From an optimization exercise on the open Yosys and OpenROAD flow, aimed at small area; shortcuts taken in it are not production practice. Where RTL was checked, it was by simulation tests only, not by an equivalence proof against the original. No functional check of the RTL was part of runs 1 and 2. No activity file was given, so power comes from the tool's default toggle rates.

==> flow/design.v (outline; a module is shown in full before it is edited, if it fits) <==
// module fc_lane: 114 lines
// module fc_lane_x: 113 lines
// module fc_sum: 61 lines
// module conv_dp: 262 lines
// module pp8: 15 lines
// module fa: 3 lines
// module ha: 3 lines
// module npu: 201 lines
module npu (
    input  logic        clk,
    input  logic        rst_ni,
    input  logic        ena,
    input  logic        wea,
    input  logic [15:0] addra,
    input  logic [31:0] dina,
    output logic [31:0] douta
);
  // ...
==> flow/flow/run.sh <==
#!/bin/bash
# The standard ORFS layout (standard.sh), with different buffering:
#  - each port gets a sky130_fd_sc_hd__buf_1 buffer instead of buffer_ports' default cell;
#  - the constant-1 inputs of the adder cells share one tie cell per module (no tie fanout repair).
# repair_design, CTS and repair_timing run as in the standard flow.
set -euo pipefail
cp config.mk flow_config.mk
cat >> flow_config.mk <<'CFG'
export BUFFER_PORTS_ARGS = -buffer_cell sky130_fd_sc_hd__buf_1
export REMOVE_ABC_BUFFERS = 1
export SKIP_REPAIR_TIE_FANOUT = 1
CFG
sed "s#DESIGN_CONFIG=[^ ]*#DESIGN_CONFIG=$PWD/flow_config.mk#" standard.sh > flow_standard.sh
bash flow_standard.sh > flow_standard.log 2>&1
==> flow/standard.sh <==
#!/bin/bash
# synth_recipe.tcl (not shown) runs the flow's synth.tcl, then flattens the netlist and writes it again
# the make line also repeats each setting of config.mk as NAME=value (left out here)
make -C /OpenROAD-flow-scripts/flow DESIGN_CONFIG=/design/flow/config.mk WORK_HOME=/design/flow/orfs CLKGATE_MAP_FILE= SYNTH_SCRIPT=/design/flow/synth_recipe.tcl "${@:-finish}"
==> flow/config.mk <==
export PLATFORM = sky130hd
export DESIGN_NAME = npu
export DESIGN_NICKNAME = npu
export VERILOG_FILES = /design/flow/design.v
export SDC_FILE = /design/flow/constraint.sdc
export NUM_CORES = 4
export LEC_CHECK = 0
export CAP_MARGIN = 20
export CORE_MARGIN = 2
export CORE_UTILIZATION = 60
export CTS_BUF_LIST = sky130_fd_sc_hd__clkbuf_8
export CTS_CLUSTER_DIAMETER = 80
export CTS_CLUSTER_SIZE = 16
export GPL_TIMING_DRIVEN = 0
export PLACE_DENSITY = 0.75
export SLEW_MARGIN = 20
export SYNTH_HIERARCHICAL = 1
==> flow/constraint.sdc <==
create_clock -name core_clock -period 12.0 [get_ports {clk}]
set_input_delay 2.4000 -clock core_clock [delete_from_list [all_inputs] [get_ports {clk}]]
set_output_delay 2.4000 -clock core_clock [all_outputs]
set_load 0.01 [all_outputs]
==> Flow_metrics.wiki, run 1 <==
{| class="wikitable"
! Metric !! Value
|-
| Run status || timing/DRC/antenna clean
|-
| Placed instance area || 27800 sq um
|-
| Max-slew violation total from the final report || 0
|-
| Max Clk Rate || around 0.087 GHz
|-
| Max-Slew Margin vs Limit || 22.5%
|-
| CTS HTree Levels || 1
|-
| Cell mode on critical path || sky130_fd_sc_hd__fa_1
|-
| Cell Int Power || 1.75 mW
|-
| Largest area contributor in the netlist || sky130_fd_sc_hd__fa_1
|-
| Half-perimeter wire length after placement || 52800 um
|-
| Synth Area in Adders || about 34%
|-
| Number of placed instances with taps included || between 2000 and 3000
|-
| Fin crit share || 96.0%
|-
| Share of total power consumed by net switching || 27.1%
|-
| Number of buffers created by CTS || 29
|-
| Fraction of area in multi-input gates || 60.2%
|-
| Multi-input combinational cell count || 1723
|-
| Async set-or-reset flop fraction in the synthesized netlist || 0%
|-
| Worst-path maximum fanout || 18
|-
| Leakage dissipation || 11.7 nW
|-
| Detailed route wirelength on metal2 || 32300 um
|-
| # fillers || 3542
|-
| Flip-flop and latch count after synthesis || about 380
|-
| Post-synth top area share || 31.6%
|-
| Starting density of the core || 60.7%
|-
| Fin nets || 2776
|-
| Worst setup path startpoint || w_shifted
|-
| Sequential Power || 1.44 mW
|-
| Post-route met1 wirelength || between 20000 and 30000 um
|-
| Commonest cells after routing, fill and taps aside || sky130_fd_sc_hd__fa_1 (435), sky130_fd_sc_hd__nor2_1 (420), sky130_fd_sc_hd__dfxtp_1 (199)
|-
| Max power group || sequential cells
|-
| Hold path start || img[15]
|-
| Critical register-to-register path startpoint || w_shifted
|-
| Ratio of cells with drive above 1 in the final layout || 7.45%
|-
| Largest family of logic cells by synthesized area || adder cells
|-
| Overall power || 2.40 mW
|-
| Top-Level Pins || 84
|-
| Power in combinational cells || 243 uW
|-
| Least-Margin Pin Slew || ~1200 ps
|-
| Topmost layer with routed signal wires || met4
|-
| Required time worst endpoint || around 13000 ps
|-
| GR peak layer || met2
|}
==> module conv_dp, before the edit <==
module conv_dp (
    input  logic [71:0] di,
    input  logic [71:0] dw,
    input  logic [2:0]  fi,
    input  logic [2:0]  fw,
    input  logic [1:0]  live,
    input  logic        shi,
    input  logic        shw,
    input  logic        ph2,
    input  logic [19:0] x,
    output logic [19:0] xr,
    input  logic [27:0] lr0, lr1, lr2,
    output logic [7:0]  u0, v0, u1, v1, u2, v2,
    output logic [19:0] r
);
  wire [2:0] lc = ~(fi | fw);    
  assign u0 = ph2 ? (live[1] ? (shi ? di[23:16] : di[15:8]) : 8'd0) : (lc[2] ? di[23:16] : 8'd0);
  assign v0 = (ph2 && !shw) ? dw[15:8] : dw[23:16];
  assign u1 = ph2 ? (live[1] ? (shi ? di[47:40] : di[39:32]) : 8'd0) : (lc[2] ? di[47:40] : 8'd0);
  assign v1 = (ph2 && !shw) ? dw[39:32] : dw[47:40];
  assign u2 = ph2 ? (live[0] ? (shi ? di[63:56] : di[55:48]) : 8'd0) : (lc[1] ? di[63:56] : 8'd0);
  assign v2 = (ph2 && !shw) ? dw[55:48] : dw[63:56];
  wire [7:0] u3 = ph2 ? (live[0] ? (shi ? di[39:32] : di[31:24]) : 8'd0) : (lc[0] ? di[7:0] : 8'd0);
  wire [7:0] v3 = ph2 ? (shw ? dw[39:32] : dw[31:24]) : dw[7:0];
  wire [7:0] u4 = (!ph2 && lc[2]) ? di[71:64] : 8'd0;
  wire [7:0] v4 = dw[71:64];
  assign xr = ph2 ? x : 20'd918016;
  wire [63:0] p3, p4;
  pp8 u_pp3 (.un(~u3), .vn(~v3), .p(p3));
  pp8 u_pp4 (.un(~u4), .vn(~v4), .p(p4));
  wire d_s1, d_c2, d_s3, d_c4, d_s5, d_c6, d_s7, d_c8, d_s9, d_c10, d_s11, d_c12;
  wire d_s13, d_c14, d_s15, d_c16, d_s17, d_c18, d_s19, d_c20, d_s21, d_c22, d_s23, d_c24;
  wire d_s25, d_c26, d_s27, d_c28, d_s29, d_c30, d_s31, d_c32, d_s33, d_c34, d_s35, d_c36;
  wire d_s37, d_c38, d_s39, d_c40, d_s41, d_c42, d_s43, d_c44, d_s45, d_c46, d_s47, d_c48;
  wire d_s49, d_c50, d_s51, d_c52, d_s53, d_c54, d_s55, d_c56, d_s57, d_c58, d_s59, d_c60;
  wire d_s61, d_c62, d_s63, d_c64, d_s65, d_c66, d_s67, d_c68, d_s69, d_c70, d_s71, d_c72;
  wire d_s73, d_c74, d_s75, d_c76, d_s77, d_c78, d_s79, d_c80, d_s81, d_c82, d_s83, d_c84;
  wire d_s85, d_c86, d_s87, d_c88, d_s89, d_c90, d_s91, d_c92, d_s93, d_c94, d_s95, d_c96;
  wire d_s97, d_c98, d_s99, d_c100, d_s101, d_c102, d_s103, d_c104, d_s105, d_c106, d_s107, d_c108;
  wire d_s109, d_c110, d_s111, d_c112, d_s113, d_c114, d_s115, d_c116, d_s117, d_c118, d_s119, d_c120;
  wire d_s121, d_c122, d_s123, d_c124, d_s125, d_c126, d_s127, d_c128, d_s129, d_c130, d_s131, d_c132;
  wire d_s133, d_c134, d_s135, d_c136, d_s137, d_c138, d_s139, d_c140, d_s141, d_c142, d_s143, d_c144;
  wire d_s145, d_c146, d_s147, d_c148, d_s149, d_c150, d_s151, d_c152, d_s153, d_c154, d_s155, d_c156;
  wire d_s157, d_c158, d_s159, d_c160, d_s161, d_c162, d_s163, d_c164, d_s165, d_c166, d_s167, d_c168;
  wire d_s169, d_c170, d_s171, d_c172, d_s173, d_c174, d_s175, d_c176, d_s177, d_c178, d_s179, d_c180;
  wire d_s181, d_c182, d_s183, d_c184, d_s185, d_c186, d_s187, d_c188, d_s189, d_c190, d_s191, d_c192;
  wire d_s193, d_c194, d_s195, d_c196, d_s197, d_c198, d_s199, d_c200, d_s201, d_c202, d_s203, d_c204;
  wire d_s205, d_c206, d_s207, d_c208, d_s209, d_c210, d_s211, d_c212, d_s213, d_c214, d_s215, d_c216;
  wire d_s217, d_c218, d_s219, d_c220, d_s221, d_c222, d_s223, d_c224, d_s225, d_c226, d_s227, d_c228;
  wire d_s229, d_c230, d_s231, d_c232, d_s233, d_c234, d_s235, d_c236, d_s237, d_c238, d_s239, d_c240;
  wire d_s241, d_c242, d_s243, d_c244, d_s245, d_c246, d_s247, d_c248, d_s249, d_c250, d_s251, d_c252;
  wire d_s253, d_c254, d_s255, d_c256, d_s257, d_c258, d_s259, d_c260, d_s261, d_c262, d_s263, d_c264;
  wire d_s265, d_c266, d_s267, d_c268, d_s269, d_c270, d_s271, d_c272, d_s273, d_c274, d_s275, d_c276;
  wire d_s277, d_c278, d_s279, d_c280, d_s281, d_c282, d_s283, d_c284, d_s285, d_c286, d_s287, d_c288;
  wire d_s289, d_c290, d_s291, d_c292, d_s293, d_c294, d_s295, d_c296, d_s297, d_c298, d_s299, d_c300;
  wire d_s301, d_c302, d_s303, d_c304, d_s305, d_c306, d_s307, d_c308, d_s309, d_c310, d_s311, d_c312;
  wire d_s313, d_c314, d_s315, d_c316, d_s317, d_c318, d_s319, d_c320, d_s321, d_c322, d_s323, d_c324;
  wire d_s325, d_c326, d_s327, d_c328, d_s329, d_c330, d_s331, d_c332, d_s333, d_c334, d_s335, d_c336;
  wire d_s337, d_c338, d_s339, d_c340, d_s341, d_c342, d_s343, d_c344, d_s345, d_c346, d_s347, d_c348;
  wire d_s349, d_c350, d_s351, d_c352, d_s353, d_c354, d_s355, d_c356, d_s357, d_c358, d_c360, d_c362;
  wire d_c364, d_c366, d_c368, d_c370, d_c372, d_c374, d_c376, d_c378, d_c380, d_c382, d_c384, d_c386;
  wire d_c388, d_c390, d_c392, d_c394, d_c396;
  fa u_d_s1 (.a(p3[0]), .b(p4[0]), .c(lr0[0]), .s(d_s1), .co(d_c2));
  fa u_d_s3 (.a(lr0[1]), .b(lr1[0]), .c(lr1[1]), .s(d_s3), .co(d_c4));
  fa u_d_s5 (.a(lr2[0]), .b(lr2[1]), .c(d_s1), .s(d_s5), .co(d_c6));
  fa u_d_s7 (.a(p3[1]), .b(p3[8]), .c(p4[1]), .s(d_s7), .co(d_c8));
  fa u_d_s9 (.a(p4[8]), .b(d_s7), .c(lr0[2]), .s(d_s9), .co(d_c10));
  fa u_d_s11 (.a(lr1[2]), .b(lr2[2]), .c(d_c2), .s(d_s11), .co(d_c12));
  fa u_d_s13 (.a(d_c4), .b(d_s9), .c(d_c6), .s(d_s13), .co(d_c14));
  fa u_d_s15 (.a(p3[2]), .b(p3[9]), .c(p3[16]), .s(d_s15), .co(d_c16));
  fa u_d_s17 (.a(p4[2]), .b(p4[9]), .c(p4[16]), .s(d_s17), .co(d_c18));
  fa u_d_s19 (.a(d_c8), .b(d_s15), .c(d_s17), .s(d_s19), .co(d_c20));
  fa u_d_s21 (.a(d_s19), .b(lr0[3]), .c(lr1[3]), .s(d_s21), .co(d_c22));
  fa u_d_s23 (.a(lr2[3]), .b(d_c10), .c(d_s21), .s(d_s23), .co(d_c24));
  fa u_d_s25 (.a(d_c12), .b(d_s23), .c(d_c14), .s(d_s25), .co(d_c26));
  fa u_d_s27 (.a(p3[3]), .b(p3[10]), .c(p3[17]), .s(d_s27), .co(d_c28));
  fa u_d_s29 (.a(p3[24]), .b(p4[3]), .c(p4[10]), .s(d_s29), .co(d_c30));
  fa u_d_s31 (.a(p4[17]), .b(p4[24]), .c(d_c16), .s(d_s31), .co(d_c32));
  fa u_d_s33 (.a(d_c18), .b(d_s27), .c(d_s29), .s(d_s33), .co(d_c34));
  fa u_d_s35 (.a(d_c20), .b(d_s31), .c(d_s33), .s(d_s35), .co(d_c36));
  fa u_d_s37 (.a(d_s35), .b(lr0[4]), .c(lr1[4]), .s(d_s37), .co(d_c38));
  fa u_d_s39 (.a(lr2[4]), .b(d_c22), .c(d_s37), .s(d_s39), .co(d_c40));
  fa u_d_s41 (.a(d_c24), .b(d_s39), .c(d_c26), .s(d_s41), .co(d_c42));
  fa u_d_s43 (.a(p3[4]), .b(p3[11]), .c(p3[18]), .s(d_s43), .co(d_c44));
  fa u_d_s45 (.a(p3[25]), .b(p3[32]), .c(p4[4]), .s(d_s45), .co(d_c46));
  fa u_d_s47 (.a(p4[11]), .b(p4[18]), .c(p4[25]), .s(d_s47), .co(d_c48));
  fa u_d_s49 (.a(p4[32]), .b(d_c28), .c(d_c30), .s(d_s49), .co(d_c50));
  fa u_d_s51 (.a(d_s43), .b(d_s45), .c(d_s47), .s(d_s51), .co(d_c52));
  fa u_d_s53 (.a(d_c32), .b(d_c34), .c(d_s49), .s(d_s53), .co(d_c54));
  fa u_d_s55 (.a(d_s51), .b(d_c36), .c(d_s53), .s(d_s55), .co(d_c56));
  fa u_d_s57 (.a(d_s55), .b(lr0[5]), .c(lr1[5]), .s(d_s57), .co(d_c58));
  fa u_d_s59 (.a(lr2[5]), .b(d_c38), .c(d_s57), .s(d_s59), .co(d_c60));
  fa u_d_s61 (.a(d_c40), .b(d_s59), .c(d_c42), .s(d_s61), .co(d_c62));
  fa u_d_s63 (.a(p3[5]), .b(p3[12]), .c(p3[19]), .s(d_s63), .co(d_c64));
  fa u_d_s65 (.a(p3[26]), .b(p3[33]), .c(p3[40]), .s(d_s65), .co(d_c66));
  fa u_d_s67 (.a(p4[5]), .b(p4[12]), .c(p4[19]), .s(d_s67), .co(d_c68));
  fa u_d_s69 (.a(p4[26]), .b(p4[33]), .c(p4[40]), .s(d_s69), .co(d_c70));
  fa u_d_s71 (.a(d_c44), .b(d_c46), .c(d_c48), .s(d_s71), .co(d_c72));
  fa u_d_s73 (.a(d_s63), .b(d_s65), .c(d_s67), .s(d_s73), .co(d_c74));
  fa u_d_s75 (.a(d_s69), .b(d_c50), .c(d_c52), .s(d_s75), .co(d_c76));
  fa u_d_s77 (.a(d_s71), .b(d_s73), .c(d_c54), .s(d_s77), .co(d_c78));
  fa u_d_s79 (.a(d_s75), .b(d_c56), .c(d_s77), .s(d_s79), .co(d_c80));
  fa u_d_s81 (.a(d_s79), .b(lr0[6]), .c(lr1[6]), .s(d_s81), .co(d_c82));
  fa u_d_s83 (.a(lr2[6]), .b(d_c58), .c(d_s81), .s(d_s83), .co(d_c84));
  fa u_d_s85 (.a(d_c60), .b(d_s83), .c(d_c62), .s(d_s85), .co(d_c86));
  fa u_d_s87 (.a(p3[6]), .b(p3[13]), .c(p3[20]), .s(d_s87), .co(d_c88));
  fa u_d_s89 (.a(p3[27]), .b(p3[34]), .c(p3[41]), .s(d_s89), .co(d_c90));
  fa u_d_s91 (.a(p3[48]), .b(p4[6]), .c(p4[13]), .s(d_s91), .co(d_c92));
  fa u_d_s93 (.a(p4[20]), .b(p4[27]), .c(p4[34]), .s(d_s93), .co(d_c94));
  fa u_d_s95 (.a(p4[41]), .b(p4[48]), .c(d_c64), .s(d_s95), .co(d_c96));
  fa u_d_s97 (.a(d_c66), .b(d_c68), .c(d_c70), .s(d_s97), .co(d_c98));
  fa u_d_s99 (.a(d_s87), .b(d_s89), .c(d_s91), .s(d_s99), .co(d_c100));
  fa u_d_s101 (.a(d_s93), .b(d_c72), .c(d_c74), .s(d_s101), .co(d_c102));
  fa u_d_s103 (.a(d_s95), .b(d_s97), .c(d_s99), .s(d_s103), .co(d_c104));
  fa u_d_s105 (.a(d_c76), .b(d_s101), .c(d_s103), .s(d_s105), .co(d_c106));
  fa u_d_s107 (.a(d_c78), .b(d_s105), .c(d_c80), .s(d_s107), .co(d_c108));
  fa u_d_s109 (.a(lr0[7]), .b(lr1[7]), .c(lr2[7]), .s(d_s109), .co(d_c110));
  fa u_d_s111 (.a(d_s107), .b(d_c82), .c(d_s109), .s(d_s111), .co(d_c112));
  fa u_d_s113 (.a(d_c84), .b(d_s111), .c(d_c86), .s(d_s113), .co(d_c114));
  fa u_d_s115 (.a(p3[7]), .b(p3[14]), .c(p3[21]), .s(d_s115), .co(d_c116));
  fa u_d_s117 (.a(p3[28]), .b(p3[35]), .c(p3[42]), .s(d_s117), .co(d_c118));
  fa u_d_s119 (.a(p3[49]), .b(p3[56]), .c(p4[7]), .s(d_s119), .co(d_c120));
  fa u_d_s121 (.a(p4[14]), .b(p4[21]), .c(p4[28]), .s(d_s121), .co(d_c122));
  fa u_d_s123 (.a(p4[35]), .b(p4[42]), .c(p4[49]), .s(d_s123), .co(d_c124));
  fa u_d_s125 (.a(p4[56]), .b(d_c88), .c(d_c90), .s(d_s125), .co(d_c126));
  fa u_d_s127 (.a(d_c92), .b(d_c94), .c(d_s115), .s(d_s127), .co(d_c128));
  fa u_d_s129 (.a(d_s117), .b(d_s119), .c(d_s121), .s(d_s129), .co(d_c130));
  fa u_d_s131 (.a(d_s123), .b(d_c96), .c(d_c98), .s(d_s131), .co(d_c132));
  fa u_d_s133 (.a(d_c100), .b(d_s125), .c(d_s127), .s(d_s133), .co(d_c134));
  fa u_d_s135 (.a(d_s129), .b(d_s131), .c(d_c102), .s(d_s135), .co(d_c136));
  fa u_d_s137 (.a(d_c104), .b(d_s133), .c(d_s135), .s(d_s137), .co(d_c138));
  fa u_d_s139 (.a(d_c106), .b(d_s137), .c(lr0[8]), .s(d_s139), .co(d_c140));
  fa u_d_s141 (.a(lr0[9]), .b(lr1[8]), .c(lr1[9]), .s(d_s141), .co(d_c142));
  fa u_d_s143 (.a(lr2[8]), .b(lr2[9]), .c(d_c108), .s(d_s143), .co(d_c144));
  fa u_d_s145 (.a(d_c110), .b(d_s139), .c(d_s141), .s(d_s145), .co(d_c146));
  fa u_d_s147 (.a(d_s143), .b(d_c112), .c(d_s145), .s(d_s147), .co(d_c148));
  fa u_d_s149 (.a(p3[15]), .b(p3[22]), .c(p3[29]), .s(d_s149), .co(d_c150));
  fa u_d_s151 (.a(p3[36]), .b(p3[43]), .c(p3[50]), .s(d_s151), .co(d_c152));
  fa u_d_s153 (.a(p3[57]), .b(p4[15]), .c(p4[22]), .s(d_s153), .co(d_c154));
  fa u_d_s155 (.a(p4[29]), .b(p4[36]), .c(p4[43]), .s(d_s155), .co(d_c156));
  fa u_d_s157 (.a(p4[50]), .b(p4[57]), .c(d_c116), .s(d_s157), .co(d_c158));
  fa u_d_s159 (.a(d_c118), .b(d_c120), .c(d_c122), .s(d_s159), .co(d_c160));
  fa u_d_s161 (.a(d_c124), .b(d_s149), .c(d_s151), .s(d_s161), .co(d_c162));
  fa u_d_s163 (.a(d_s153), .b(d_s155), .c(d_c126), .s(d_s163), .co(d_c164));
  fa u_d_s165 (.a(d_c128), .b(d_c130), .c(d_s157), .s(d_s165), .co(d_c166));
  fa u_d_s167 (.a(d_s159), .b(d_s161), .c(d_c132), .s(d_s167), .co(d_c168));
  fa u_d_s169 (.a(d_s163), .b(d_c134), .c(d_s165), .s(d_s169), .co(d_c170));
  fa u_d_s171 (.a(d_s167), .b(d_c136), .c(d_s169), .s(d_s171), .co(d_c172));
  fa u_d_s173 (.a(d_c138), .b(d_s171), .c(lr0[10]), .s(d_s173), .co(d_c174));
  fa u_d_s175 (.a(lr1[10]), .b(lr2[10]), .c(d_c140), .s(d_s175), .co(d_c176));
  fa u_d_s177 (.a(d_c142), .b(d_s173), .c(d_c144), .s(d_s177), .co(d_c178));
  fa u_d_s179 (.a(d_c146), .b(d_s175), .c(d_s177), .s(d_s179), .co(d_c180));
  fa u_d_s181 (.a(p3[23]), .b(p3[30]), .c(p3[37]), .s(d_s181), .co(d_c182));
  fa u_d_s183 (.a(p3[44]), .b(p3[51]), .c(p3[58]), .s(d_s183), .co(d_c184));
  fa u_d_s185 (.a(p4[23]), .b(p4[30]), .c(p4[37]), .s(d_s185), .co(d_c186));
  fa u_d_s187 (.a(p4[44]), .b(p4[51]), .c(p4[58]), .s(d_s187), .co(d_c188));
  fa u_d_s189 (.a(d_c150), .b(d_c152), .c(d_c154), .s(d_s189), .co(d_c190));
  fa u_d_s191 (.a(d_c156), .b(d_s181), .c(d_s183), .s(d_s191), .co(d_c192));
  fa u_d_s193 (.a(d_s185), .b(d_s187), .c(d_c158), .s(d_s193), .co(d_c194));
  fa u_d_s195 (.a(d_c160), .b(d_c162), .c(d_s189), .s(d_s195), .co(d_c196));
  fa u_d_s197 (.a(d_s191), .b(d_c164), .c(d_s193), .s(d_s197), .co(d_c198));
  fa u_d_s199 (.a(d_c166), .b(d_s195), .c(d_c168), .s(d_s199), .co(d_c200));
  fa u_d_s201 (.a(d_c170), .b(d_s197), .c(d_s199), .s(d_s201), .co(d_c202));
  fa u_d_s203 (.a(d_c172), .b(lr0[11]), .c(lr0[12]), .s(d_s203), .co(d_c204));
  fa u_d_s205 (.a(lr1[11]), .b(lr1[12]), .c(lr2[11]), .s(d_s205), .co(d_c206));
  fa u_d_s207 (.a(lr2[12]), .b(d_s201), .c(d_c174), .s(d_s207), .co(d_c208));
  fa u_d_s209 (.a(d_s203), .b(d_s205), .c(d_c176), .s(d_s209), .co(d_c210));
  fa u_d_s211 (.a(d_s207), .b(d_c178), .c(d_s209), .s(d_s211), .co(d_c212));
  fa u_d_s213 (.a(p3[31]), .b(p3[38]), .c(p3[45]), .s(d_s213), .co(d_c214));
  fa u_d_s215 (.a(p3[52]), .b(p3[59]), .c(p4[31]), .s(d_s215), .co(d_c216));
  fa u_d_s217 (.a(p4[38]), .b(p4[45]), .c(p4[52]), .s(d_s217), .co(d_c218));
  fa u_d_s219 (.a(p4[59]), .b(d_c182), .c(d_c184), .s(d_s219), .co(d_c220));
  fa u_d_s221 (.a(d_c186), .b(d_c188), .c(d_s213), .s(d_s221), .co(d_c222));
  fa u_d_s223 (.a(d_s215), .b(d_s217), .c(d_c190), .s(d_s223), .co(d_c224));
  fa u_d_s225 (.a(d_c192), .b(d_s219), .c(d_s221), .s(d_s225), .co(d_c226));
  fa u_d_s227 (.a(d_c194), .b(d_s223), .c(d_c196), .s(d_s227), .co(d_c228));
  fa u_d_s229 (.a(d_s225), .b(d_c198), .c(d_s227), .s(d_s229), .co(d_c230));
  fa u_d_s231 (.a(d_c200), .b(d_s229), .c(lr0[13]), .s(d_s231), .co(d_c232));
  fa u_d_s233 (.a(lr0[14]), .b(lr1[13]), .c(lr1[14]), .s(d_s233), .co(d_c234));
  fa u_d_s235 (.a(lr2[13]), .b(lr2[14]), .c(d_c202), .s(d_s235), .co(d_c236));
  fa u_d_s237 (.a(d_c204), .b(d_c206), .c(d_s231), .s(d_s237), .co(d_c238));
  fa u_d_s239 (.a(d_s233), .b(d_s235), .c(d_c208), .s(d_s239), .co(d_c240));
  fa u_d_s241 (.a(d_s237), .b(d_c210), .c(d_s239), .s(d_s241), .co(d_c242));
  fa u_d_s243 (.a(p3[39]), .b(p3[46]), .c(p3[53]), .s(d_s243), .co(d_c244));
  fa u_d_s245 (.a(p3[60]), .b(p4[39]), .c(p4[46]), .s(d_s245), .co(d_c246));
  fa u_d_s247 (.a(p4[53]), .b(p4[60]), .c(d_c214), .s(d_s247), .co(d_c248));
  fa u_d_s249 (.a(d_c216), .b(d_c218), .c(d_s243), .s(d_s249), .co(d_c250));
  fa u_d_s251 (.a(d_s245), .b(d_c220), .c(d_c222), .s(d_s251), .co(d_c252));
  fa u_d_s253 (.a(d_s247), .b(d_s249), .c(d_c224), .s(d_s253), .co(d_c254));
  fa u_d_s255 (.a(d_c226), .b(d_s251), .c(d_s253), .s(d_s255), .co(d_c256));
  fa u_d_s257 (.a(d_c228), .b(d_s255), .c(d_c230), .s(d_s257), .co(d_c258));
  fa u_d_s259 (.a(lr0[15]), .b(lr0[16]), .c(lr1[15]), .s(d_s259), .co(d_c260));
  fa u_d_s261 (.a(lr1[16]), .b(lr2[15]), .c(lr2[16]), .s(d_s261), .co(d_c262));
  fa u_d_s263 (.a(d_s257), .b(d_c232), .c(d_c234), .s(d_s263), .co(d_c264));
  fa u_d_s265 (.a(d_s259), .b(d_s261), .c(d_c236), .s(d_s265), .co(d_c266));
  fa u_d_s267 (.a(d_c238), .b(d_s263), .c(d_s265), .s(d_s267), .co(d_c268));
  fa u_d_s269 (.a(d_c240), .b(d_s267), .c(d_c242), .s(d_s269), .co(d_c270));
  fa u_d_s271 (.a(p3[47]), .b(p3[54]), .c(p3[61]), .s(d_s271), .co(d_c272));
  fa u_d_s273 (.a(p4[47]), .b(p4[54]), .c(p4[61]), .s(d_s273), .co(d_c274));
  fa u_d_s275 (.a(d_c244), .b(d_c246), .c(d_s271), .s(d_s275), .co(d_c276));
  fa u_d_s277 (.a(d_s273), .b(d_c248), .c(d_c250), .s(d_s277), .co(d_c278));
  fa u_d_s279 (.a(d_s275), .b(d_c252), .c(d_s277), .s(d_s279), .co(d_c280));
  fa u_d_s281 (.a(d_c254), .b(d_s279), .c(d_c256), .s(d_s281), .co(d_c282));
  fa u_d_s283 (.a(lr0[17]), .b(lr0[18]), .c(lr1[17]), .s(d_s283), .co(d_c284));
  fa u_d_s285 (.a(lr1[18]), .b(lr2[17]), .c(lr2[18]), .s(d_s285), .co(d_c286));
  fa u_d_s287 (.a(d_c258), .b(d_s281), .c(d_c260), .s(d_s287), .co(d_c288));
  fa u_d_s289 (.a(d_c262), .b(d_s283), .c(d_s285), .s(d_s289), .co(d_c290));
  fa u_d_s291 (.a(d_c264), .b(d_s287), .c(d_s289), .s(d_s291), .co(d_c292));
  fa u_d_s293 (.a(d_c266), .b(d_s291), .c(d_c268), .s(d_s293), .co(d_c294));
  fa u_d_s295 (.a(p3[55]), .b(p3[62]), .c(p4[55]), .s(d_s295), .co(d_c296));
  fa u_d_s297 (.a(p4[62]), .b(d_c272), .c(d_c274), .s(d_s297), .co(d_c298));
  fa u_d_s299 (.a(d_s295), .b(d_c276), .c(d_s297), .s(d_s299), .co(d_c300));
  fa u_d_s301 (.a(d_c278), .b(d_s299), .c(d_c280), .s(d_s301), .co(d_c302));
  fa u_d_s303 (.a(d_s301), .b(lr0[19]), .c(lr0[20]), .s(d_s303), .co(d_c304));
  fa u_d_s305 (.a(lr1[19]), .b(lr1[20]), .c(lr2[19]), .s(d_s305), .co(d_c306));
  fa u_d_s307 (.a(lr2[20]), .b(d_c282), .c(d_c284), .s(d_s307), .co(d_c308));
  fa u_d_s309 (.a(d_c286), .b(d_s303), .c(d_s305), .s(d_s309), .co(d_c310));
  fa u_d_s311 (.a(d_c288), .b(d_c290), .c(d_s307), .s(d_s311), .co(d_c312));
  fa u_d_s313 (.a(d_s309), .b(d_c292), .c(d_s311), .s(d_s313), .co(d_c314));
  fa u_d_s315 (.a(p3[63]), .b(p4[63]), .c(d_c296), .s(d_s315), .co(d_c316));
  fa u_d_s317 (.a(d_c298), .b(d_s315), .c(d_c300), .s(d_s317), .co(d_c318));
  fa u_d_s319 (.a(d_s317), .b(d_c302), .c(lr0[21]), .s(d_s319), .co(d_c320));
  fa u_d_s321 (.a(lr0[22]), .b(lr1[21]), .c(lr1[22]), .s(d_s321), .co(d_c322));
  fa u_d_s323 (.a(lr2[21]), .b(lr2[22]), .c(d_c304), .s(d_s323), .co(d_c324));
  fa u_d_s325 (.a(d_c306), .b(d_s319), .c(d_s321), .s(d_s325), .co(d_c326));
  fa u_d_s327 (.a(d_c308), .b(d_c310), .c(d_s323), .s(d_s327), .co(d_c328));
  fa u_d_s329 (.a(d_s325), .b(d_c312), .c(d_s327), .s(d_s329), .co(d_c330));
  fa u_d_s331 (.a(d_c316), .b(d_c318), .c(lr0[23]), .s(d_s331), .co(d_c332));
  fa u_d_s333 (.a(lr1[23]), .b(lr2[23]), .c(d_c320), .s(d_s333), .co(d_c334));
  fa u_d_s335 (.a(d_c322), .b(d_s331), .c(d_c324), .s(d_s335), .co(d_c336));
  fa u_d_s337 (.a(d_c326), .b(d_s333), .c(d_c328), .s(d_s337), .co(d_c338));
  fa u_d_s339 (.a(d_s335), .b(d_c330), .c(d_s337), .s(d_s339), .co(d_c340));
  fa u_d_s341 (.a(lr0[24]), .b(lr1[24]), .c(lr2[24]), .s(d_s341), .co(d_c342));
  fa u_d_s343 (.a(d_c332), .b(d_s341), .c(d_c334), .s(d_s343), .co(d_c344));
  fa u_d_s345 (.a(d_c336), .b(d_s343), .c(d_c338), .s(d_s345), .co(d_c346));
  fa u_d_s347 (.a(lr0[25]), .b(lr1[25]), .c(lr2[25]), .s(d_s347), .co(d_c348));
  fa u_d_s349 (.a(d_c342), .b(d_s347), .c(d_c344), .s(d_s349), .co(d_c350));
  fa u_d_s351 (.a(lr0[26]), .b(lr1[26]), .c(lr2[26]), .s(d_s351), .co(d_c352));
  fa u_d_s353 (.a(d_c348), .b(d_s351), .c(d_c350), .s(d_s353), .co(d_c354));
  fa u_d_s355 (.a(lr0[27]), .b(lr1[27]), .c(lr2[27]), .s(d_s355), .co(d_c356));
  fa u_d_s357 (.a(d_c352), .b(d_s355), .c(d_c354), .s(d_s357), .co(d_c358));
  ha u_d_s359 (.a(d_s3), .b(d_s5), .s(r[0]), .co(d_c360));
  fa u_d_s361 (.a(d_s11), .b(d_s13), .c(d_c360), .s(r[1]), .co(d_c362));
  ha u_d_s363 (.a(d_s25), .b(d_c362), .s(r[2]), .co(d_c364));
  ha u_d_s365 (.a(d_s41), .b(d_c364), .s(r[3]), .co(d_c366));
  ha u_d_s367 (.a(d_s61), .b(d_c366), .s(r[4]), .co(d_c368));
  ha u_d_s369 (.a(d_s85), .b(d_c368), .s(r[5]), .co(d_c370));
  ha u_d_s371 (.a(d_s113), .b(d_c370), .s(r[6]), .co(d_c372));
  fa u_d_s373 (.a(d_c114), .b(d_s147), .c(d_c372), .s(r[7]), .co(d_c374));
  fa u_d_s375 (.a(d_c148), .b(d_s179), .c(d_c374), .s(r[8]), .co(d_c376));
  fa u_d_s377 (.a(d_c180), .b(d_s211), .c(d_c376), .s(r[9]), .co(d_c378));
  fa u_d_s379 (.a(d_c212), .b(d_s241), .c(d_c378), .s(r[10]), .co(d_c380));
  ha u_d_s381 (.a(d_s269), .b(d_c380), .s(r[11]), .co(d_c382));
  fa u_d_s383 (.a(d_c270), .b(d_s293), .c(d_c382), .s(r[12]), .co(d_c384));
  fa u_d_s385 (.a(d_c294), .b(d_s313), .c(d_c384), .s(r[13]), .co(d_c386));
  fa u_d_s387 (.a(d_c314), .b(d_s329), .c(d_c386), .s(r[14]), .co(d_c388));
  ha u_d_s389 (.a(d_s339), .b(d_c388), .s(r[15]), .co(d_c390));
  fa u_d_s391 (.a(d_c340), .b(d_s345), .c(d_c390), .s(r[16]), .co(d_c392));
  fa u_d_s393 (.a(d_c346), .b(d_s349), .c(d_c392), .s(r[17]), .co(d_c394));
  ha u_d_s395 (.a(d_s353), .b(d_c394), .s(r[18]), .co(d_c396));
  assign r[19] = d_s357 ^ d_c396;
endmodule
==> module npu, before the edit <==
module npu (
    input  logic        clk,
    input  logic        rst_ni,
    input  logic        ena,
    input  logic        wea,
    input  logic [15:0] addra,
    input  logic [31:0] dina,
    output logic [31:0] douta
);
    localparam logic [2:0] S_IDLE      = 3'd0;
    localparam logic [2:0] S_CONV1_LD  = 3'd1;
    localparam logic [2:0] S_CONV1_CAL = 3'd2;
    localparam logic [2:0] S_CONV2_LD  = 3'd3;
    localparam logic [2:0] S_CONV2_CAL = 3'd4;
    localparam logic [2:0] S_FCN       = 3'd5;
    localparam logic [2:0] S_FCN_LAST  = 3'd6;
    localparam logic [2:0] S_DONE      = 3'd7;
    wire       rst = ~rst_ni;
    wire [2:0] sel = addra[14:12];
    wire       wr  = ena & wea;
    wire       rd  = ena & ~wea;
    logic [2:0]  state;
    logic        pe_ready, pack_in_valid, done_reg;
    logic        host_trigger, host_next_state, host_pe_clear;
    logic        host_img_clear, host_conv_w_clear, host_pack_clear;
    logic [71:0] img, conv_w;         
    logic [2:0]  img_zero, w_zero;    
    logic        img_shifted, w_shifted;
    logic [1:0]  live01;
    logic [19:0] conv_x;              
    logic        conv_zero;           
    logic [19:0] result_reg;
    logic [7:0]  pack_reg [0:3];
    logic [1:0]  pack_addr;
    logic [31:0] fcn_in_n;            
    logic [23:0] acc [0:2];
    logic [5:0] ctl, ctl_n;
    assign ctl = {host_pack_clear, host_conv_w_clear, host_img_clear,
                  host_pe_clear, host_next_state, host_trigger};
    always_comb begin
        if (rst)                      ctl_n = 6'd0;
        else if (wr && sel == 3'd4)   ctl_n = dina[5:0];
        else if (ena)                 ctl_n = ctl;
        else                          ctl_n = 6'd0;
    end
    logic [2:0] state_n;
    logic       pe_ready_n;
    always_comb begin
        state_n    = state;
        pe_ready_n = pe_ready;
        case (state)
            S_IDLE:      state_n = S_CONV1_LD;
            S_CONV1_LD:  if (host_next_state) state_n = S_CONV2_LD;
                         else if (host_trigger) begin state_n = S_CONV1_CAL; pe_ready_n = 1'b1; end
            S_CONV1_CAL: state_n = S_CONV1_LD;
            S_CONV2_LD:  if (host_next_state) state_n = S_FCN;
                         else if (host_trigger) begin state_n = S_CONV2_CAL; pe_ready_n = 1'b1; end
            S_CONV2_CAL: state_n = S_CONV2_LD;
            S_FCN:       begin pe_ready_n = host_trigger; if (host_next_state) state_n = S_FCN_LAST; end
            S_FCN_LAST:  begin pe_ready_n = host_trigger; if (host_next_state) state_n = S_DONE; end
            default:     state_n = S_IDLE;
        endcase
        if (rst) begin
            state_n    = S_IDLE;
            pe_ready_n = 1'b0;
        end
    end
    always_ff @(posedge clk) begin
        state    <= state_n;
        pe_ready <= pe_ready_n;
        {host_pack_clear, host_conv_w_clear, host_img_clear,
         host_pe_clear, host_next_state, host_trigger} <= ctl_n;
        if (rst)                          pack_in_valid <= 1'b0;
        else if (state == S_CONV1_LD)     pack_in_valid <= 1'b0;
        else if (state == S_CONV1_CAL)    pack_in_valid <= 1'b1;
        else if (state == S_CONV2_LD)     pack_in_valid <= 1'b0;
        if (rst)                          done_reg <= 1'b0;
        else if (state == S_DONE)         done_reg <= 1'b1;
    end
    wire ld_img = wr && sel == 3'd1 && !ctl_n[3];
    wire ld_w   = wr && sel == 3'd2 && !ctl_n[4];
    always_ff @(posedge clk) begin
        if (ld_img)
            for (int i = 0; i < 3; i++) begin
                img[(i*3+2)*8 +: 8] <= img[(i*3+1)*8 +: 8];
                img[(i*3+1)*8 +: 8] <= img[(i*3)*8 +: 8];
                img[(i*3)*8 +: 8]   <= dina[i*8 +: 8];
            end
        if (ld_w)
            for (int i = 0; i < 3; i++) begin
                conv_w[(i*3+2)*8 +: 8] <= conv_w[(i*3+1)*8 +: 8];
                conv_w[(i*3+1)*8 +: 8] <= conv_w[(i*3)*8 +: 8];
                conv_w[(i*3)*8 +: 8]   <= dina[i*8 +: 8];
            end
        if (rst || ctl_n[3]) img_zero <= 3'b111;
        else if (ld_img)     img_zero <= {img_zero[1:0], 1'b0};
        if (rst || ctl_n[4]) w_zero <= 3'b111;
        else if (ld_w)       w_zero <= {w_zero[1:0], 1'b0};
        img_shifted <= ld_img;
        w_shifted   <= ld_w;
        live01      <= ~(img_zero[1:0] | w_zero[1:0]);
    end
    logic take;
    always_ff @(posedge clk)
        take <= (state_n == S_CONV1_LD || state_n == S_CONV2_LD) && ctl_n[0] && !ctl_n[1];
    logic [19:0] dot_r;
    logic [7:0]  cu [0:2], cv [0:2];      
    logic [27:0] lrow [0:2];              
    logic [19:0] conv_xr;                 
    conv_dp u_dot (.di(img), .dw(conv_w), .fi(img_zero), .fw(w_zero), .live(live01),
                   .shi(img_shifted), .shw(w_shifted), .ph2(take), .x(conv_x), .xr(conv_xr),
                   .lr0(lrow[0]), .lr1(lrow[1]), .lr2(lrow[2]),
                   .u0(cu[0]), .v0(cv[0]), .u1(cu[1]), .v1(cv[1]), .u2(cu[2]), .v2(cv[2]),
                   .r(dot_r));
    wire [19:0] conv_val = conv_x;
    always_ff @(posedge clk) begin
        conv_x <= dot_r;
        if (take) conv_zero <= ~pe_ready;
        if (rst)
            result_reg <= 20'd0;
        else if (state == S_CONV1_CAL)
            result_reg <= (conv_zero || conv_val[19]) ? 20'd0 : conv_val;
        else if (state == S_CONV2_CAL)
            result_reg <= conv_zero ? 20'd0 : conv_val;
    end
    always_ff @(posedge clk) begin
        if (rst || host_pack_clear) begin
            for (int i = 0; i < 4; i++) pack_reg[i] <= 8'd0;
            pack_addr <= 2'd0;
        end else if (pack_in_valid) begin
            pack_reg[pack_addr] <= result_reg[7:0];
            pack_addr <= pack_addr + 2'd1;
        end
    end
    always_ff @(posedge clk) begin
        if (rst) fcn_in_n <= 32'hffffffff;
        else if (wr && sel == 3'd3) fcn_in_n <= ~dina;
    end
    wire [31:0] fcn_in = ~fcn_in_n;
    logic fc_mode;
    always_ff @(posedge clk) fc_mode <= (state_n == S_FCN || state_n == S_FCN_LAST);
    wire fc_on   = fc_mode && pe_ready;
    wire fc_last = (state == S_FCN_LAST);
    logic [7:0] lane_b [0:2];
    assign lane_b[0] = !fc_on ? 8'd0 : fc_last ? fcn_in[23:16] : fcn_in[31:24];
    assign lane_b[1] = !fc_on ? 8'd0 : fcn_in[31:24];
    assign lane_b[2] = (!fc_on || fc_last) ? 8'd0 : fcn_in[31:24];
    logic [23:0] acc_next [0:2];
    genvar g;
    generate
        for (g = 0; g < 3; g++) begin : LANE
            if (g == 0) begin : L0
                fc_lane_x u_lane (.acc(fc_mode ? acc[g] : {4'd0, conv_xr}),
                                  .an(fc_mode ? fcn_in_n[g*8 +: 8] : ~cv[g]),
                                  .bn(fc_mode ? ~lane_b[g] : ~cu[g]),
                                  .acc_next(acc_next[g]), .rw(lrow[g]));
            end else begin : LN
                fc_lane u_lane (.acc(acc[g]), .en(fc_mode),
                                .an(fc_mode ? fcn_in_n[g*8 +: 8] : ~cv[g]),
                                .bn(fc_mode ? ~lane_b[g] : ~cu[g]),
                                .acc_next(acc_next[g]), .rw(lrow[g]));
            end
            always_ff @(posedge clk) begin
                if (rst || host_pe_clear) acc[g] <= 24'd0;
                else if (fc_mode)         acc[g] <= acc_next[g];
            end
        end
    endgenerate
    logic [7:0] pe_sum_lo;
    logic       pe_sum_neg;
    fc_sum u_sum (.acc0(acc[0]), .acc1(acc[1]), .acc2(acc[2]),
                  .sum_lo(pe_sum_lo), .sum_neg(pe_sum_neg));
    logic [31:0] result_sel;
    always_comb begin
        case (state)
            S_CONV1_LD, S_CONV1_CAL:
                result_sel = {pack_reg[3], pack_reg[2], pack_reg[1], pack_reg[0]};
            S_CONV2_LD, S_CONV2_CAL:
                result_sel = {{12{result_reg[19]}}, result_reg};
            S_FCN:
                result_sel = {8'd0,
                              acc[2][23] ? 8'd0 : acc[2][7:0],
                              acc[1][23] ? 8'd0 : acc[1][7:0],
                              acc[0][23] ? 8'd0 : acc[0][7:0]};
            S_FCN_LAST:
                result_sel = {24'd0, pe_sum_neg ? 8'd0 : pe_sum_lo};
            default:
                result_sel = 32'd0;
        endcase
    end
    always_ff @(posedge clk) begin
        if (rst) douta <= 32'd0;
        else if (rd) begin
            case (sel)
                3'd5:    douta <= {31'd0, done_reg};
                3'd6:    douta <= result_sel;
                default: douta <= 32'd0;
            endcase
        end
    end
endmodule
==> run 2: changes to the inputs <==
--- a/flow/design.v
+++ b/flow/design.v
@@ -297,6 +297,3 @@
     input  logic        ph2,
-    input  logic [19:0] x,
-    output logic [19:0] xr,
     input  logic [27:0] lr0, lr1, lr2,
-    output logic [7:0]  u0, v0, u1, v1, u2, v2,
     output logic [19:0] r
@@ -304,8 +301,2 @@
   wire [2:0] lc = ~(fi | fw);    
-  assign u0 = ph2 ? (live[1] ? (shi ? di[23:16] : di[15:8]) : 8'd0) : (lc[2] ? di[23:16] : 8'd0);
-  assign v0 = (ph2 && !shw) ? dw[15:8] : dw[23:16];
-  assign u1 = ph2 ? (live[1] ? (shi ? di[47:40] : di[39:32]) : 8'd0) : (lc[2] ? di[47:40] : 8'd0);
-  assign v1 = (ph2 && !shw) ? dw[39:32] : dw[47:40];
-  assign u2 = ph2 ? (live[0] ? (shi ? di[63:56] : di[55:48]) : 8'd0) : (lc[1] ? di[63:56] : 8'd0);
-  assign v2 = (ph2 && !shw) ? dw[55:48] : dw[63:56];
   wire [7:0] u3 = ph2 ? (live[0] ? (shi ? di[39:32] : di[31:24]) : 8'd0) : (lc[0] ? di[7:0] : 8'd0);
@@ -314,3 +305,2 @@
   wire [7:0] v4 = dw[71:64];
-  assign xr = ph2 ? x : 20'd918016;
   wire [63:0] p3, p4;
@@ -677,10 +667,19 @@
     logic [19:0] dot_r;
-    logic [7:0]  cu [0:2], cv [0:2];      
     logic [27:0] lrow [0:2];              
-    logic [19:0] conv_xr;                 
     conv_dp u_dot (.di(img), .dw(conv_w), .fi(img_zero), .fw(w_zero), .live(live01),
-                   .shi(img_shifted), .shw(w_shifted), .ph2(take), .x(conv_x), .xr(conv_xr),
-                   .lr0(lrow[0]), .lr1(lrow[1]), .lr2(lrow[2]),
-                   .u0(cu[0]), .v0(cv[0]), .u1(cu[1]), .v1(cv[1]), .u2(cu[2]), .v2(cv[2]),
-                   .r(dot_r));
+                   .shi(img_shifted), .shw(w_shifted), .ph2(take),
+                   .lr0(lrow[0]), .lr1(lrow[1]), .lr2(lrow[2]), .r(dot_r));
+    localparam logic [19:0] CONV_K1 = 20'd918016;
+    wire [2:0] col_live = ~(img_zero | w_zero);
+    logic [7:0] cu [0:2], cv [0:2];
+    assign cu[0] = take ? (live01[1] ? (img_shifted ? img[2*8 +: 8] : img[1*8 +: 8]) : 8'd0)
+                        : (col_live[2] ? img[2*8 +: 8] : 8'd0);
+    assign cv[0] = (take && !w_shifted) ? conv_w[1*8 +: 8] : conv_w[2*8 +: 8];
+    assign cu[1] = take ? (live01[1] ? (img_shifted ? img[5*8 +: 8] : img[4*8 +: 8]) : 8'd0)
+                        : (col_live[2] ? img[5*8 +: 8] : 8'd0);
+    assign cv[1] = (take && !w_shifted) ? conv_w[4*8 +: 8] : conv_w[5*8 +: 8];
+    assign cu[2] = take ? (live01[0] ? (img_shifted ? img[7*8 +: 8] : img[6*8 +: 8]) : 8'd0)
+                        : (col_live[1] ? img[7*8 +: 8] : 8'd0);
+    assign cv[2] = (take && !w_shifted) ? conv_w[6*8 +: 8] : conv_w[7*8 +: 8];
+    wire [19:0] conv_xr = take ? conv_x : CONV_K1;
     wire [19:0] conv_val = conv_x;
==> Flow_metrics.wiki, run 2 <==
{| class="wikitable"
! Metric !! Value
|-
| Run status || timing/DRC/antenna clean
|-
| Commonest cells after routing, fill and taps aside || sky130_fd_sc_hd__fa_1 (435), sky130_fd_sc_hd__nor2_1 (408), sky130_fd_sc_hd__dfxtp_1 (200)
|-
| N_diodes || 0
|-
| Number of buffer and inverter stages on the critical path || 2
|-
| Max Cap Violations || 0
|-
| Max-Slew Margin vs Limit || 21.6% (-0.93 points)
|-
| Post-Route WL || 67700 um
|-
| Worst reg2reg setup slack || 390 ps
|-
| Max Clk Rate || 0.0861 GHz (-0.83%)
|-
| Ys Warns || 17
|-
| Clock Path Buffers || 3
|-
| Largest registers || acc (72), conv_w (72), img (72)
|-
| Number of cells traversed by the worst hold path || 0
|-
| Hold worst-path end || conv_w[68]
|-
| Starting density of the core || 61.1% (+0.36 points)
|-
| R2r worst-path depth || 29
|-
| Required time worst endpoint || 12520 ps (-40 ps)
|-
| Via count normalized by instance count || roughly 6.2
|-
| Maximum cell stage delay along the critical path || 730 ps
|-
| Die Footprint || 46800 sq um
|-
| First-pass detailed-route iteration total || 6
|-
| Max-slew violation total from the final report || 0 (unchanged)
|-
| Cell types occupying the most area after synthesis || sky130_fd_sc_hd__fa_1 (32%), sky130_fd_sc_hd__edfxtp_1 (20%), sky130_fd_sc_hd__dfxtp_1 (15%)
|-
| Fin nets || 2773 (-0.11%)
|-
| Via count of the first global-routing pass || 18800
|-
| Die Span X || around 220 um
|-
| Overall power || 2.41 mW (+0.48%)
|-
| Maximum number of pins on one net before global-route repair || 56
|-
| Site row count || 77
|-
| Sinks on the clock net || 379
|-
| Final setup violating endpoints || 0
|-
| Area of the core || 44300 sq um
|-
| Count of input and output buffers || 70
|-
| Leakage dissipation || 11.3 nW (-3.4%)
|-
| Clock insertion delay at the later pin of the skew report || 630 ps
|-
| Worst setup path class || reg -> reg
|-
| Worst-path maximum fanout || 22 (+4)
|-
| DRC || 0
|-
| Unique masters post-synth || 67
|-
| Crit path max-delay family || adder cells
|-
| Avg Synthesized Cell Area || 11.9 sq um
|-
| Number of placed instances with taps included || 2781 (-0.68%)
|-
| RSZ-0062 raised after global routing || false
|-
| Least-Margin Pin Slew || 1170 ps (+9.41 ps)
|-
| Detailed-route via count || between 15000 and 20000
|-
| Sum Neg Setup Slack || 0 ps
|-
| Hold path start || conv_w[60]
|-
| Setup clock skew after layout || 48.8 ps
|-
| Root cell of the clock tree || sky130_fd_sc_hd__clkbuf_8
|-
| Leading cell types by count after synthesis || sky130_fd_sc_hd__fa_1 (435), sky130_fd_sc_hd__nor2_1 (409), sky130_fd_sc_hd__dfxtp_1 (202)
|-
| CTS clk-pin slew, worst paths || 100 ps
|-
| Half-perimeter wire length after placement || 53000 um (+0.32%)
|-
| First-iteration detailed-routing DRC count || 1799
|-
| Top-count cell post-synth || sky130_fd_sc_hd__fa_1
|-
| Critical path startpoint category || register
|-
| End of the worst register-to-register path || conv_x[19]
|-
| Capturing element type of the critical path || register
|-
| Fin util || approximately 63%
|-
| Hold buffer count at cts || 0
|-
| Number of enable-type register cells in the synthesized netlist || 177
|-
| Die outline height || 216 um
|-
| CTS HTree Levels || 2 (+1)
|-
| Wire length per cell || approximately 24 um
|-
| Sum of overflow across all layers after global routing || 0
|-
| Worst ir drop on vdd || 90.4 uV
|-
| Critical path's slowest cell || sky130_fd_sc_hd__o21ai_1
|-
| Cell Pwr Density || ~86 nW/um^2
|-
| # fillers || 3390 (-4.3%)
|-
| Async set-or-reset flop fraction in the synthesized netlist || 0% (unchanged)
|-
| Shortest period the worst path allows || 11610 ps
|-
| Synthesized netlist cell count || between 2000 and 2500
|-
| Worst setup slack after placement || about 120 ps
|-
| Largest area contributor in the netlist || sky130_fd_sc_hd__fa_1
|-
| Flip-flop and latch count after synthesis || 379 (unchanged)
|-
| Data arrival time of the critical path || ~12000 ps
|-
| GPL Wtd Cong || 0.994
|-
| Initial antenna violation count || 1
|-
| Area growth, synth to finish || 3.80%
|-
| Top-Level Pins || 84 (unchanged)
|-
| Worst setup margin || about 390 ps
|-
| Clock tree from TritonCTS || yes
|-
| Tot GR Track Use || 30.3%
|-
| Post-synth top area share || 32.2% (+0.57 points)
|-
| Most used DFF post-synth || sky130_fd_sc_hd__dfxtp_1
|-
| Part of the Yosys area used for sequential elements || 34.6%
|-
| Most common cell after layout, fill and taps aside || sky130_fd_sc_hd__fa_1
|-
| Synth Cell Area || 27100 sq um
|-
| Number of failing hold endpoints at the final stage || 0
|-
| Critical register-to-register path startpoint || take
|-
| Number of antenna-violating nets in the routed design || 0
|-
| Ratio of cells with drive above 1 in the final layout || 8.34% (+0.89 points)
|-
| Fin crit share || 96.8% (+0.81 points)
|-
| First-pass GRT wire length || roughly 110000 um
|-
| Layout Cells excl Fill || about 2800
|-
| Tightest Hold Check Type || reg -> reg
|-
| Number of buffers created by CTS || 34 (+17%)
|-
| Cell mode on critical path || sky130_fd_sc_hd__fa_1
|}
[run 2: changes by cell type after synthesis, sizes merged, moves of 10 or more]
cell,previous run,this run
o21ai,31,83
a21oi,93,59
and4b,16,0
nand2,61,133
mux2,53,40
and2,116,74
a22oi,45,61
a211o,17,1
mux2i,104,94
and4,16,0
[run 2: Yosys stat by module (local to each module, per instance)]
module / area, sq um / cells inside
conv_dp: 495 / 56
fa: 20.0 / 1
fc_lane: 215 / 29
fc_lane_x: 20.0 / 3
fc_sum: 225 / 33
ha: 12.5 / 1
npu: 14500 / 1237
pp8: 385 / 79
[run 2: cell families after synthesis]
family,after synthesis,share of synthesized area (%)
adder cells (fa/ha/maj),493,34.9
buffers and inverters,199,4.48
multiplexers,134,5.25
other,3,0.0416
flip-flops,379,34.6
AND/OR/NAND/NOR,739,12.3
AO/OA/AOI/OAI,320,8.16
XOR/XNOR,8,0.287
[run 2: metal layers]
layer	GRT usage [%]	vias to the layer above	share of wire, %
li1	-	7582	-
met1	40.7	9068	40
met2	48.8	724	48
met3	6.01	144	7.8
met4	12.4	0	4.2
met5	0	-	0
[run 2: layout make-up]
type / count / area, sq um / share of cell area [%]
multi-input combinational: 1697 / 16600 / 59.0
sequential: 379 / 9360 / 33.3
tap: 592 / 741 / 2.64
timing repair buffer: 93 / 666 / 2.37
clock buffer: 36 / 495 / 1.76
clock inverter: 25 / 169 / 0.601
inverter: 23 / 86.3 / 0.307
[run 2: stage by stage]
stage / hold slack, ps / cell area, sq um
6_report: 438 / 28100
2_1_floorplan: 410 / 25900
5_1_grt: 453 / 28100
3_5_place_dp: 432 / 27400
4_1_cts: 445 / 28000
3_3_place_gp: 425 / 26900
[run 2: report_power, final]
group / leakage (nW) / total, mW / internal, mW / switching (mW)
Clock: 0.388 / 0.780 / 0.298 / 0.482
Sequential: 3.28 / 1.43 / 1.38 / 0.0440
Combinational: 7.67 / 0.205 / 0.0849 / 0.120
[run 2: worst max path at each step]
| stage | endpoint | depth (start not counted) | slack, ps | start |
|---|---|---|---|---|
| floorplan | conv_x[19] | 25 | -2890 | fc_mode |
| global placement | conv_x[19] | 25 | -7350 | fc_mode |
| detailed placement | conv_x[19] | 27 | 120 | state[0] |
| CTS | conv_x[19] | 27 | 90 | state[0] |
| global route | conv_x[19] | 29 | 120 | take |
| finish | conv_x[19] | 29 | 390 | take |
[run 2: repair_timing]
item	4_1_cts	5_1_grt
endpoints found under the setup margin	0	3
setup buffers	0	3
resized for setup	0	1
hold endpoints to repair	0	0
==> run 3: changes to the inputs <==
--- a/flow/design.v
+++ b/flow/design.v
@@ -633,6 +633,3 @@
          host_pe_clear, host_next_state, host_trigger} <= ctl_n;
-        if (rst)                          pack_in_valid <= 1'b0;
-        else if (state == S_CONV1_LD)     pack_in_valid <= 1'b0;
-        else if (state == S_CONV1_CAL)    pack_in_valid <= 1'b1;
-        else if (state == S_CONV2_LD)     pack_in_valid <= 1'b0;
+        pack_in_valid <= !rst && state == S_CONV1_CAL;
         if (rst)                          done_reg <= 1'b0;
@@ -687,3 +684,3 @@
         conv_x <= dot_r;
-        if (take) conv_zero <= ~pe_ready;
+        conv_zero <= ~pe_ready;      
         if (rst)
==> Flow_metrics.wiki, run 3 <==
{| class="wikitable"
! Metric !! Value
|-
| Maximum number of pins on one net before global-route repair || 61 (+8.9%)
|-
| First-pass detailed-route iteration total || 8 (+2)
|-
| First-iteration detailed-routing DRC count || 1642 (-8.7%)
|-
| Area growth, synth to finish || 3.69%
|-
| First-pass GRT wire length || 108000 um (about the same)
|-
| Worst hold slack after final layout || 427 ps (-11.2 ps)
|-
| Flip-flop and latch count after synthesis || 379 (unchanged)
|-
| Hold worst-path end || conv_w[70]
|-
| Cell mode on critical path || sky130_fd_sc_hd__fa_1
|-
| Worst setup path class || reg -> reg
|-
| Clock tree from TritonCTS || yes
|-
| Half-perimeter wire length after placement || 53300 um (+0.48%)
|-
| Most used DFF post-synth || sky130_fd_sc_hd__dfxtp_1
|-
| Commonest cells after routing, fill and taps aside || sky130_fd_sc_hd__fa_1 (435), sky130_fd_sc_hd__nor2_1 (408), sky130_fd_sc_hd__dfxtp_1 (200)
|-
| CTS HTree Levels || 1 (-1)
|-
| Capturing element type of the critical path || register
|-
| Hold buffer count at cts || 0 (unchanged)
|-
| Max Cap Violations || 0 (unchanged)
|-
| Cell Int Power || 1.74 mW (-1.6%)
|-
| Maximum cell stage delay along the critical path || 870 ps (+140 ps)
|-
| Tot GR Track Use || 30.2% (-0.080 points)
|-
| Least-Margin Pin Slew || 1160 ps (-10.0 ps)
|-
| Number of cells traversed by the worst hold path || 0 (unchanged)
|-
| Area of the core || 44300 sq um (unchanged)
|-
| Clock insertion delay at the later pin of the skew report || 690 ps (+60 ps)
|-
| Avg Synthesized Cell Area || 11.9 sq um (about the same)
|-
| Portion of total power attributed to sequential cells || 60.5% (+1.3 points)
|-
| Via count normalized by instance count || 6.18 (+0.38%)
|-
| R2r worst-path depth || 27 (-6.9%)
|-
| Max-Slew Margin vs Limit || 22.2% (+0.67 points)
|-
| Cell Pwr Density || 84.1 nW/um^2 (-2.0%)
|-
| Hold path start || conv_w[62]
|-
| GPL Wtd Cong || 0.992 (-0.18%)
|-
| Ys Warns || 17 (unchanged)
|-
| Max-slew violation total from the final report || 0 (unchanged)
|-
| Wire length per cell || 24.0 um (+0.93%)
|-
| Detailed-route via count || 17500 (-0.040%)
|-
| Number of enable-type register cells in the synthesized netlist || 176 (-0.56%)
|-
| Required time worst endpoint || 12570 ps (+50 ps)
|-
| Proportion of power drawn by combinational gates || 8.7% (+0.2 points)
|-
| Synth Cell Area || 27000 sq um (-0.24%)
|-
| Critical register-to-register path startpoint || state[1]
|-
| End of the worst register-to-register path || conv_x[19]
|-
| Crit path max-delay family || adder cells
|-
| Post-synth top area share || 32.3% (+0.078 points)
|-
| Synthesized netlist cell count || 2268 (-0.31%)
|-
| Site row count || 77 (unchanged)
|-
| Share of total power consumed by net switching || 26.2% (-0.59 points)
|-
| Fin nets || 2762 (-0.40%)
|-
| Shortest period the worst path allows || 11590 ps (-28.0 ps)
|-
| Die Footprint || 46700 sq um (-0.24%)
|-
| Tightest Hold Check Type || reg -> reg
|-
| Max Clk Rate || 0.0863 GHz (+0.24%)
|-
| Worst setup margin || 415 ps (+28.0 ps)
|-
| Async set-or-reset flop fraction in the synthesized netlist || 0% (unchanged)
|-
| Largest area contributor in the netlist || sky130_fd_sc_hd__fa_1
|-
| N_diodes || 0 (unchanged)
|-
| Worst-path maximum fanout || 18 (-18%)
|-
| Via count of the first global-routing pass || 18600 (-0.54%)
|-
| Count of input and output buffers || 70 (unchanged)
|-
| # fillers || 3452 (+1.8%)
|-
| Starting density of the core || 60.9% (-0.15 points)
|-
| RSZ-0062 raised after global routing || false
|-
| CTS clk-pin slew, worst paths || 100 ps (about the same)
|-
| Setup clock skew after layout || 63.1 ps (+14.4 ps)
|-
| Post-Route WL || 68000 um (+0.50%)
|-
| Number of buffer and inverter stages on the critical path || 1 (-1)
|-
| Most common cell after layout, fill and taps aside || sky130_fd_sc_hd__fa_1
|-
| Number of buffers created by CTS || 30 (-12%)
|-
| Leakage dissipation || 11.3 nW (-0.64%)
|-
| DRC || 0 (unchanged)
|-
| Part of the Yosys area used for sequential elements || 34.6% (+0.046 points)
|-
| Number of antenna-violating nets in the routed design || 0 (unchanged)
|-
| Fin crit share || 96.5% (-0.23 points)
|-
| Clock group share of total power || 30.9% (-1.4 points)
|-
| Worst reg2reg setup slack || 410 ps (+30 ps)
|-
| Top-Level Pins || 84 (unchanged)
|-
| Final setup violating endpoints || 0 (unchanged)
|-
| Largest registers || acc (72), conv_w (72), img (72)
|-
| Sum of overflow across all layers after global routing || 0 (unchanged)
|-
| Switching power summed over all nets || 617 uW (-4.5%)
|-
| Initial antenna violation count || 1 (unchanged)
|-
| Die Span X || 216 um (-0.12%)
|-
| Clock Path Buffers || 3 (unchanged)
|-
| Sinks on the clock net || 379 (unchanged)
|-
| Critical path startpoint category || register
|-
| Ratio of cells with drive above 1 in the final layout || 8.43% (+0.089 points)
|-
| Unique masters post-synth || 68 (+1.5%)
|-
| Critical path's slowest cell || sky130_fd_sc_hd__a2bb2oi_1
|-
| Cell types occupying the most area after synthesis || sky130_fd_sc_hd__fa_1 (32%), sky130_fd_sc_hd__edfxtp_1 (20%), sky130_fd_sc_hd__dfxtp_1 (15%)
|-
| Leading cell types by count after synthesis || sky130_fd_sc_hd__fa_1 (435), sky130_fd_sc_hd__nor2_1 (409), sky130_fd_sc_hd__dfxtp_1 (203)
|-
| Root cell of the clock tree || sky130_fd_sc_hd__clkbuf_8
|-
| Worst ir drop on vdd || 105 uV (+16%)
|-
| Top-count cell post-synth || sky130_fd_sc_hd__fa_1
|-
| Worst setup slack after placement || 183 ps (+60.6 ps)
|-
| Data arrival time of the critical path || 12160 ps (+30 ps)
|-
| Run status || timing/DRC/antenna clean
|-
| Number of failing hold endpoints at the final stage || 0 (unchanged)
|-
| Die outline height || 216 um (-0.12%)
|}
run 3: changes by cell type after synthesis, moves of 3 or more:
cell | before | now
sky130_fd_sc_hd__a211oi_1 | 5 | 2
sky130_fd_sc_hd__a221oi_1 | 8 | 1
sky130_fd_sc_hd__a222oi_1 | 15 | 20
sky130_fd_sc_hd__a22o_1 | 4 | 0
sky130_fd_sc_hd__buf_1 | 7 | 4
sky130_fd_sc_hd__buf_2 | 54 | 51
sky130_fd_sc_hd__clkbuf_1 | 60 | 66
sky130_fd_sc_hd__mux2i_1 | 94 | 99
sky130_fd_sc_hd__nand2b_1 | 9 | 13
sky130_fd_sc_hd__nor2b_1 | 8 | 5
sky130_fd_sc_hd__nor3b_1 | 5 | 1
sky130_fd_sc_hd__o21ai_0 | 83 | 78
run 3: what timing repair did:
item	4_1_cts	5_1_grt
setup buffers	0	0
gates resized for setup	0	6
endpoints found under the setup margin	0	2
run 3: power groups by stage:
stage	clock [mW]	sequential, mW	combinational, mW
after global routing	0.786	1.43	0.227
final	0.726	1.42	0.204
after floorplan	0	1.43	0.128
after global placement	0	1.45	0.183
after detailed placement	0	1.45	0.201
after CTS	0.739	1.42	0.204
run 3: worst max path at each step:
| stage | start | end | depth (start not counted) |
|---|---|---|---|
| final | state[1] | conv_x[19] | 27 |
| after global routing | state[1] | conv_x[19] | 28 |
| after CTS | state[2] | conv_x[19] | 28 |
| after detailed placement | state[2] | conv_x[19] | 28 |
| after global placement | fc_mode | conv_x[19] | 25 |
| after floorplan | fc_mode | conv_x[19] | 25 |
run 3: per-stage QoR:
| stage | setup TNS [ps] | util [%] | power [mW] | area [sq um] | std cells |
|---|---|---|---|---|---|
| final | 0 | 63.2 | 2.35 | 28000 | 2833 |
| after floorplan | -56730 | - | 1.56 | 25900 | 2094 |
| after global placement | -324810 | 60.7 | 1.63 | 26900 | 2756 |
| after CTS | 0 | 63.1 | 2.36 | 27900 | 2832 |
| after detailed placement | 0 | 61.7 | 1.65 | 27300 | 2776 |
| after global routing | 0 | 63.2 | 2.44 | 28000 | 2833 |
run 3: routing by layer:
layer  up-vias  wire length [um]  GRT usage (%)
met4         0              3300           12.3
met2       777             31700           48.0
li1       7525                 -              -
met5         -                 0              0
met3       173              5600           6.06
met1      9036             27400           41.2
run 3: area by class of cell:
class | count | area, sq um | share of cell area, %
Clock inverter | 25 | 169 | 0.604
Inverter | 26 | 98.8 | 0.353
Multi-Input combinational cell | 1689 | 16600 | 59.2
Tap cell | 592 | 741 | 2.65
Clock buffer | 31 | 427 | 1.52
Sequential cell | 379 | 9360 | 33.4
Timing Repair Buffer | 91 | 638 | 2.28
run 3: cell families after synthesis:
| kind of cell | Yosys count | share of synthesized area, % |
|---|---|---|
| flip-flops | 379 | 34.6 |
| multiplexers | 139 | 5.45 |
| adder cells (fa/ha/maj) | 493 | 35.0 |
| AND/OR/NAND/NOR | 741 | 12.4 |
| XOR/XNOR | 8 | 0.287 |
| AO/OA/AOI/OAI | 305 | 7.79 |
| other | 3 | 0.0417 |
| buffers and inverters | 200 | 4.45 |
run 3: per-module statistics from Yosys (local to each module, per instance), a selection:
module	times used	cells	cell area (sq um)	flops+latches
pp8	5	79	385	0
ha	58	1	12.5	0
fc_lane_x	1	3	20.0	0
fa	435	1	20.0	0
npu	1	1230	14500	379
conv_dp	1	56	495	0

==> separate check: timing with driven ports <==
How much do the figures lean on ideal ports? The routed layouts below were timed once more, with nothing changed but the port constraints.
Step 1 (the two cells are an assumption about what drives the block):
set clk [get_ports {clk}]
set_driving_cell -lib_cell sky130_fd_sc_hd__clkbuf_16 $clk
set_driving_cell -lib_cell sky130_fd_sc_hd__buf_2 [delete_from_list [all_inputs] $clk]
Step 2 also shifts input and output timing later by t, the mid clock arrival at the registers, as if the neighbouring blocks saw the same clock.
Slacks: no drivers / after step 1 / after step 2; pairs: no drivers / after step 1.
run | t, ns | slack for setup (ns) | worst setup path at the end | worst register clock-pin slew, ns
run 1 | 0.713 | 0.484 / 0.484 / 0.484 | register to register | 0.11 / 0.11
run 2 | 0.657 | 0.387 / 0.387 / 0.387 | register to register | 0.11 / 0.11
run 3 | 0.708 | 0.415 / 0.415 / 0.415 | register to register | 0.12 / 0.12
After both steps setup and hold are still met in every run listed.
